Source: an optimization exercise on an open RTL-to-GDS flow (aim: small area and few clock cycles). Production flows keep margins and buffers that such runs may drop.
RTL that was checked went through simulation tests only; none was proved equivalent to the original.

==> flow/design.v <==
module huffman(
  input  logic       clk,
  input  logic       rst_n,
  input  logic       in_valid,
  input  logic [7:0] gray_data,
  output logic       CNT_valid,
  output logic [7:0] CNT1, CNT2, CNT3, CNT4, CNT5, CNT6,
  output logic       code_valid,
  output logic [7:0] HC1, HC2, HC3, HC4, HC5, HC6,
  output logic [7:0] M1, M2, M3, M4, M5, M6
);
  localparam logic [2:0] IDLE = 3'd0, COUNT = 3'd1, MG2 = 3'd2, MG3 = 3'd3,
                         MG4 = 3'd4, MG5 = 3'd5;
  logic [2:0] st;
  logic [6:0] cnt [6];
  logic [5:0] z;           
  assign z[5] = 1'b0;      
  logic       rel [6][6];  
  logic [2:0] ptr [6];
  localparam logic [17:0] PMASK = {3'b111, 3'b111, 3'b011, 3'b011, 3'b001, 3'b000};
  logic [4:0] val [6];
  logic merge1, merging, late, clr;
  assign merge1  = (st == COUNT) & ~in_valid;
  assign merging = merge1 | (st >= MG2);
  assign late    = (st >= MG3);
  assign clr     = (st == IDLE) & ~in_valid;
  logic [5:0] pix;
  always_comb begin
    pix[5] = in_valid &  gray_data[2] &  gray_data[1];
    pix[4] = in_valid &  gray_data[2] & ~gray_data[1] &  gray_data[0];
    pix[3] = in_valid &  gray_data[2] & ~gray_data[1] & ~gray_data[0];
    pix[2] = in_valid & ~gray_data[2] &  gray_data[1] &  gray_data[0];
    pix[1] = in_valid & ~gray_data[2] &  gray_data[1] & ~gray_data[0];
    pix[0] = in_valid & ~gray_data[2] & ~gray_data[1] &  gray_data[0];
  end
  logic [5:0] a, b, sa, sb, r, d, gt;
  always_comb begin
    for (int x = 0; x < 6; x++) begin
      a[x] = 1'b1;
      b[x] = 1'b1;
      for (int y = 0; y < 6; y++)
        if (y < x) a[x] = a[x] & rel[y][x];
        else if (y > x) a[x] = a[x] & ~rel[x][y];
    end
    for (int x = 0; x < 6; x++) begin
      b[x] = ~a[x];
      for (int y = 0; y < 6; y++)
        if (y < x) b[x] = b[x] & (rel[y][x] | a[y]);
        else if (y > x) b[x] = b[x] & (~rel[x][y] | a[y]);
    end
    sa = merging ? a : pix;
    sb = merging ? b : 6'b0;
    for (int x = 0; x < 6; x++) begin
      r[x] = sa[x] | sb[x];
      for (int y = 0; y < x; y++) r[x] = r[x] & ~(sa[y] | sb[y]);
    end
    d = (sa | sb) & ~r;
    for (int j = 0; j < 6; j++) begin
      gt[j] = 1'b0;
      for (int x = j + 1; x < 6; x++) gt[j] = gt[j] | r[x];
    end
  end
  logic [6:0] ca, cb, sum;
  always_comb begin
    ca = '0;
    cb = '0;
    for (int x = 0; x < 6; x++) begin
      ca = ca | (cnt[x] & {7{sa[x]}});
      cb = cb | (cnt[x] & {7{sb[x]}});
    end
    sum = ca + cb + {6'b0, in_valid};
  end
  logic [5:0] xb;
  always_comb begin
    for (int j = 0; j < 6; j++) begin
      logic t;
      t = merging & ~(late & z[j]) | gt[j];
      for (int k = 0; k < 7; k++)
        t = (~sum[k] & cnt[j][k]) | (~(sum[k] ^ cnt[j][k]) & t);
      xb[j] = t;
    end
  end
  logic [5:0] ina, inb;
  logic [2:0] ridx;
  always_comb begin
    for (int s = 0; s < 6; s++) begin
      ina[s] = a[ptr[s]];
      inb[s] = b[ptr[s]];
    end
    ridx = 3'd0;
    for (int x = 0; x < 6; x++) if (r[x]) ridx = ridx | 3'(x);
  end
  logic [4:0] above [6];
  logic [4:0] vnext [6];
  always_comb begin
    for (int s = 0; s < 6; s++) begin
      above[s][4] = 1'b0;
      for (int j = 3; j >= 0; j--) above[s][j] = above[s][j + 1] | val[s][j + 1];
      for (int j = 0; j < 5; j++)
        vnext[s][j] = above[s][j] ? val[s][j] :
                      val[s][j]   ? ~inb[s] :
                      (j > 0) & (ina[s] | inb[s]) & val[s][(j > 0) ? j - 1 : 0];
    end
  end
  always_ff @(posedge clk) begin
    for (int x = 0; x < 6; x++) begin
      if (r[x] | clr) cnt[x] <= sum;
      else if (d[x]) cnt[x] <= cnt[x] | 7'b1110000;
    end
    for (int x = 0; x < 5; x++) begin
      if (clr) z[x] <= 1'b0;
      else if (r[x] & late) z[x] <= 1'b1;
    end
    for (int i = 0; i < 6; i++)
      for (int j = i + 1; j < 6; j++) begin
        if (clr) rel[i][j] <= 1'b1;
        else if (d[j]) rel[i][j] <= 1'b0;
        else if (d[i]) rel[i][j] <= 1'b1;
        else if (r[i]) rel[i][j] <= ~xb[j];
        else if (r[j]) rel[i][j] <= xb[i];
      end
    for (int s = 0; s < 6; s++) begin
      if (!merging) begin
        ptr[s] <= 3'(s);
        val[s] <= 5'b00001;
      end else begin
        if (ina[s] | inb[s]) ptr[s] <= ridx & PMASK[3*s +: 3];   
        val[s] <= vnext[s];
      end
    end
  end
  always_ff @(posedge clk or negedge rst_n) begin
    if (!rst_n) st <= IDLE;
    else begin
      case (st)
        IDLE:    st <= in_valid ? COUNT : IDLE;
        COUNT:   st <= in_valid ? COUNT : MG2;
        MG2:     st <= MG3;
        MG3:     st <= MG4;
        MG4:     st <= MG5;
        default: st <= IDLE;
      endcase
    end
  end
  logic last;
  assign last = (st == MG5);
  logic [4:0] hc [6];
  logic [4:0] mk [6];
  always_comb begin
    for (int s = 0; s < 6; s++) begin
      hc[s] = {5{last}} & val[s] & (above[s] | {5{ina[s]}});
      mk[s] = {{4{last}} & (above[s][4:1] | val[s][4:1]), last};
    end
  end
  assign CNT_valid  = merge1;
  assign code_valid = last;
  assign CNT1 = {1'b0, cnt[0] & {7{merge1}}};
  assign CNT2 = {1'b0, cnt[1] & {7{merge1}}};
  assign CNT3 = {1'b0, cnt[2] & {7{merge1}}};
  assign CNT4 = {1'b0, cnt[3] & {7{merge1}}};
  assign CNT5 = {1'b0, cnt[4] & {7{merge1}}};
  assign CNT6 = {1'b0, cnt[5] & {7{merge1}}};
  assign HC1 = {3'b0, hc[0]};
  assign HC2 = {3'b0, hc[1]};
  assign HC3 = {3'b0, hc[2]};
  assign HC4 = {3'b0, hc[3]};
  assign HC5 = {3'b0, hc[4]};
  assign HC6 = {3'b0, hc[5]};
  assign M1 = {3'b0, mk[0]};
  assign M2 = {3'b0, mk[1]};
  assign M3 = {3'b0, mk[2]};
  assign M4 = {3'b0, mk[3]};
  assign M5 = {3'b0, mk[4]};
  assign M6 = {3'b0, mk[5]};
endmodule
export LEC_CHECK = 0
export ABC_AREA = 1
export ABC_CLOCK_PERIOD_IN_PS = 12000
export CAP_MARGIN = 20
export CORE_MARGIN = 2
export CORE_UTILIZATION = 50
export CTS_BUF_LIST = sky130_fd_sc_hd__clkbuf_8
export CTS_CLUSTER_DIAMETER = 100
export CTS_CLUSTER_SIZE = 40
export SLEW_MARGIN = 20
create_clock -name core_clock -period 12.0 [get_ports {clk}]
standard.sh (not shown) runs the stock make flow with config.mk's settings and CLKGATE_MAP_FILE= SYNTH_SCRIPT=/design/flow/synth_recipe.tcl, a recipe that flattens the netlist after the stock synthesis.
==> flow/flow/run.sh <==
#!/bin/bash
# Own layout flow: the standard synthesis, then its combinational logic
# re-mapped for area (every flip-flop kept as the standard synthesis made
# it, same instance name and cell), then the standard layout steps with
# small port buffers. Each tool's output goes to a log file here.
set -euo pipefail
here=$(pwd)
res=$here/orfs/results/$FLOW_PLATFORM/huffman/base
lib=$FLOW_HOME/platforms/$FLOW_PLATFORM/lib/sky130_fd_sc_hd__tt_025C_1v80.lib
yosys_bin=${YOSYS_EXE:-$FLOW_HOME/../tools/install/yosys/bin/yosys}

# 1. standard synthesis, netlist only
bash standard.sh "$res/1_2_yosys.v" > "$here/flow_synth.log" 2>&1
cp "$res/1_2_yosys.v" "$here/standard_synth.v"

# 2. re-map the combinational logic for area
grep -o 'cell *( *"\?sky130_fd_sc_hd__[a-z0-9_]*' "$lib" | sed 's/.*(\s*"\?//' \
  | grep -E "__(df|edf|sdf|sedf|dl|conb|lpflow|probe)" | tr '\n' ' ' > "$here/keep_cells.txt"
REOPT_LIB=$lib REOPT_KEEP=$here/keep_cells.txt REOPT_IN=$here/standard_synth.v \
  REOPT_OUT=$here/reopt.v REOPT_SCRIPT=$here/flow/area.abc \
  "$yosys_bin" -c "$here/flow/reopt.tcl" > "$here/flow_reopt.log" 2>&1
cp "$here/reopt.v" "$res/1_2_yosys.v"
rm -f "$res/1_synth.odb" "$res/1_synth.sdc"

# 3. the standard layout from there, ports buffered with the smallest buffer
bash standard.sh "BUFFER_PORTS_ARGS=-buffer_cell sky130_fd_sc_hd__buf_1" SKIP_REPAIR_TIE_FANOUT=1 finish \
  > "$here/flow_layout.log" 2>&1
==> flow/flow/area.abc <==
strash; dch; map -a; topo
==> flow/flow/reopt.tcl <==
yosys -import
# Re-map the combinational logic of a mapped netlist for area, keeping
# every flip-flop (and its instance name) as it is.
set lib $::env(REOPT_LIB)
set keep [read [open $::env(REOPT_KEEP)]]
read_liberty -ignore_miss_func $lib
foreach c $keep { catch { blackbox $c } }
read_verilog $::env(REOPT_IN)
hierarchy -top huffman
flatten
opt_clean -purge
set du {}
foreach c $keep { if {[string match *lpflow* $c] || [string match *probe* $c]} { lappend du -dont_use $c } }
abc -liberty $lib {*}$du -script $::env(REOPT_SCRIPT)
opt_clean -purge
hilomap -singleton -hicell sky130_fd_sc_hd__conb_1 HI -locell sky130_fd_sc_hd__conb_1 LO
splitnets
opt_clean -purge
stat -liberty $lib
write_verilog -noattr -nohex -nodec $::env(REOPT_OUT)
Testbench counts at the start, summed over its fixed seeds: cycles 20,344.
Then changed:
--- a/flow/design.v
+++ b/flow/design.v
@@ -13,14 +13,14 @@
                          MG4 = 3'd4, MG5 = 3'd5;
   logic [2:0] st;
   logic [6:0] cnt [6];
   logic [5:0] z;           
   assign z[5] = 1'b0;      
   logic       rel [6][6];  
-  logic [2:0] ptr [6];
-  localparam logic [17:0] PMASK = {3'b111, 3'b111, 3'b011, 3'b011, 3'b001, 3'b000};
+  logic [2:0] par [6];     
+  localparam logic [17:0] PMASK = {3'b111, 3'b011, 3'b011, 3'b001, 3'b000, 3'b000};
   logic [4:0] val [6];
   logic merge1, merging, late, clr;
   assign merge1  = (st == COUNT) & ~in_valid;
   assign merging = merge1 | (st >= MG2);
   assign late    = (st >= MG3);
   assign clr     = (st == IDLE) & ~in_valid;
@@ -77,18 +77,29 @@
       t = merging & ~(late & z[j]) | gt[j];
       for (int k = 0; k < 7; k++)
         t = (~sum[k] & cnt[j][k]) | (~(sum[k] ^ cnt[j][k]) & t);
       xb[j] = t;
     end
   end
-  logic [5:0] ina, inb;
+  logic [5:0] dead, ina, inb;
   logic [2:0] ridx;
   always_comb begin
-    for (int s = 0; s < 6; s++) begin
-      ina[s] = a[ptr[s]];
-      inb[s] = b[ptr[s]];
+    for (int x = 0; x < 6; x++) dead[x] = &cnt[x][6:4];
+    ina[0] = a[0];
+    inb[0] = b[0];
+    for (int s = 1; s < 6; s++) begin
+      logic pa, pb;
+      pa = ina[0];
+      pb = inb[0];
+      for (int q = 1; q < s; q++)
+        if (par[s] == 3'(q)) begin
+          pa = ina[q];
+          pb = inb[q];
+        end
+      ina[s] = dead[s] ? pa : a[s];
+      inb[s] = dead[s] ? pb : b[s];
     end
     ridx = 3'd0;
     for (int x = 0; x < 6; x++) if (r[x]) ridx = ridx | 3'(x);
   end
   logic [4:0] above [6];
   logic [4:0] vnext [6];
@@ -117,19 +128,15 @@
         else if (d[j]) rel[i][j] <= 1'b0;
         else if (d[i]) rel[i][j] <= 1'b1;
         else if (r[i]) rel[i][j] <= ~xb[j];
         else if (r[j]) rel[i][j] <= xb[i];
       end
     for (int s = 0; s < 6; s++) begin
-      if (!merging) begin
-        ptr[s] <= 3'(s);
-        val[s] <= 5'b00001;
-      end else begin
-        if (ina[s] | inb[s]) ptr[s] <= ridx & PMASK[3*s +: 3];   
-        val[s] <= vnext[s];
-      end
+      if (!merging) val[s] <= 5'b00001;
+      else val[s] <= vnext[s];
+      if (d[s]) par[s] <= ridx & PMASK[3*s +: 3];
     end
   end
   always_ff @(posedge clk or negedge rst_n) begin
     if (!rst_n) st <= IDLE;
     else begin
       case (st)
After rerunning:
- cell area is lower slightly
- routed wire length is lower slightly
- worst setup slack improves by 0.0085 ns
- sequential share of layout area is higher by 0.78 points
- global-route usage is lower by 0.42 points
- synthesized cell count is lower by a few percent
- worst hold slack is about the same
- fmax is about the same
- cell count is lower by a few percent
- flip-flop and latch count is lower by 3
- via count is lower slightly
Testbench counts after the change, summed over its fixed seeds: cycles 20,344.

---

the baseline:
RTL: the design.v shown in full above, as it stands there.
export LEC_CHECK = 0
export ABC_AREA = 1
export ABC_CLOCK_PERIOD_IN_PS = 12000
export CAP_MARGIN = 20
export CORE_MARGIN = 2
export CORE_UTILIZATION = 50
export SLEW_MARGIN = 20
create_clock -name core_clock -period 12.0 [get_ports {clk}]
==> flow/flow/run.sh <==
#!/bin/bash
# Own layout flow: the standard synthesis, then its combinational logic
# re-mapped for area (every flip-flop kept as the standard synthesis made
# it, same instance name and cell), then the standard layout steps with
# small port buffers. Each tool's output goes to a log file here.
set -euo pipefail
here=$(pwd)
res=$here/orfs/results/$FLOW_PLATFORM/huffman/base
lib=$FLOW_HOME/platforms/$FLOW_PLATFORM/lib/sky130_fd_sc_hd__tt_025C_1v80.lib
yosys_bin=${YOSYS_EXE:-$FLOW_HOME/../tools/install/yosys/bin/yosys}

# 1. standard synthesis, netlist only
bash standard.sh "$res/1_2_yosys.v" > "$here/flow_synth.log" 2>&1
cp "$res/1_2_yosys.v" "$here/standard_synth.v"

# 2. re-map the combinational logic for area
grep -o 'cell *( *"\?sky130_fd_sc_hd__[a-z0-9_]*' "$lib" | sed 's/.*(\s*"\?//' \
  | grep -E "__(df|edf|sdf|sedf|dl|conb|lpflow|probe)" | tr '\n' ' ' > "$here/keep_cells.txt"
REOPT_LIB=$lib REOPT_KEEP=$here/keep_cells.txt REOPT_IN=$here/standard_synth.v \
  REOPT_OUT=$here/reopt.v REOPT_SCRIPT=$here/flow/area.abc \
  "$yosys_bin" -c "$here/flow/reopt.tcl" > "$here/flow_reopt.log" 2>&1
cp "$here/reopt.v" "$res/1_2_yosys.v"
rm -f "$res/1_synth.odb" "$res/1_synth.sdc"

# 3. the standard layout from there, ports buffered with the smallest buffer
bash standard.sh "BUFFER_PORTS_ARGS=-buffer_cell sky130_fd_sc_hd__buf_1" finish \
  > "$here/flow_layout.log" 2>&1
Scripts as last shown in full above: flow/flow/area.abc, flow/flow/reopt.tcl
Testbench counts of the baseline, summed over its fixed seeds: cycles 20,344.
Changes in the candidate relative to the baseline:
--- a/flow/design.v
+++ b/flow/design.v
@@ -92,4 +92,5 @@
   end
   logic [4:0] above [6];
+  logic [4:0] lead [6];
   logic [4:0] vnext [6];
   always_comb begin
@@ -97,8 +98,6 @@
       above[s][4] = 1'b0;
       for (int j = 3; j >= 0; j--) above[s][j] = above[s][j + 1] | val[s][j + 1];
-      for (int j = 0; j < 5; j++)
-        vnext[s][j] = above[s][j] ? val[s][j] :
-                      val[s][j]   ? ~inb[s] :
-                      (j > 0) & (ina[s] | inb[s]) & val[s][(j > 0) ? j - 1 : 0];
+      lead[s] = val[s] & ~above[s];
+      vnext[s] = (val[s] & ~lead[s]) | (lead[s] & {5{ina[s]}}) | {lead[s][3:0], 1'b0};
     end
   end
@@ -124,6 +123,6 @@
         ptr[s] <= 3'(s);
         val[s] <= 5'b00001;
-      end else begin
-        if (ina[s] | inb[s]) ptr[s] <= ridx & PMASK[3*s +: 3];   
+      end else if (ina[s] | inb[s]) begin
+        ptr[s] <= ridx & PMASK[3*s +: 3];   
         val[s] <= vnext[s];
       end
@@ -150,5 +149,5 @@
     for (int s = 0; s < 6; s++) begin
       hc[s] = {5{last}} & val[s] & (above[s] | {5{ina[s]}});
-      mk[s] = {{4{last}} & (above[s][4:1] | val[s][4:1]), last};
+      mk[s] = {5{last}} & (above[s] | val[s]);
     end
   end
==> comparison <==
Between the baseline and the candidate, the difference in max-capacitance violation count is negligible. Taking the baseline as the reference, in the candidate area after synthesis up about 1.3%; weighted congestion reported at the end of routability-driven placement up 0.025; layout-stage area growth over the synthesis result up 0.51 points; total placed cells including tap cells up 1.4%. When the candidate is measured against the baseline, its die extent in y turns out 0.65% higher. The candidate vs the baseline — sequential share of layout area dropped 0.58 points. The candidate reports its capture point of the worst path as rel[17]$_SDFFE_PP1P_ while the baseline reports rel[22]$_SDFFE_PP1P_. Standard-cell row count came out exactly the same in the baseline and the candidate. Post-route clock period utilization: the candidate vs the baseline down 3.8 points.
No functional check of the RTL was part of the candidate.

-- static timing again, ports no longer ideal --
The results above use ideal ports. As a check the final layouts listed here were re-extracted and re-timed, cells and wires unchanged.
Step 1 assumes that a clkbuf_16 drives the clock port and a buf_2 every other input.
Step 2 adds t to the input delays and takes it off the output delays; t is the mean of the earliest and latest rising clock arrival at the registers after step 1. Input paths then give back, and output paths get back, about the clock's delay inside the block.
a / b / c = ideal ports / drivers / drivers and shift; a / b = the first two.
run	t (ns)	setup WS [ns]	worst setup path after step 2
the first run of note 1	0.433	3.526 / 3.546 / 3.112	input to register
the second run of note 1	0.408	3.534 / 3.546 / 3.137	input to register
the baseline	0.394	3.371 / 3.390 / 2.996	input to register
the candidate	0.393	3.825 / 3.841 / 3.448	input to register
After both steps every run listed still meets setup and hold. The setup slack of the first run of note 1, which loses most, moves by +0.020 ns with the drivers and by -0.414 ns with both steps.
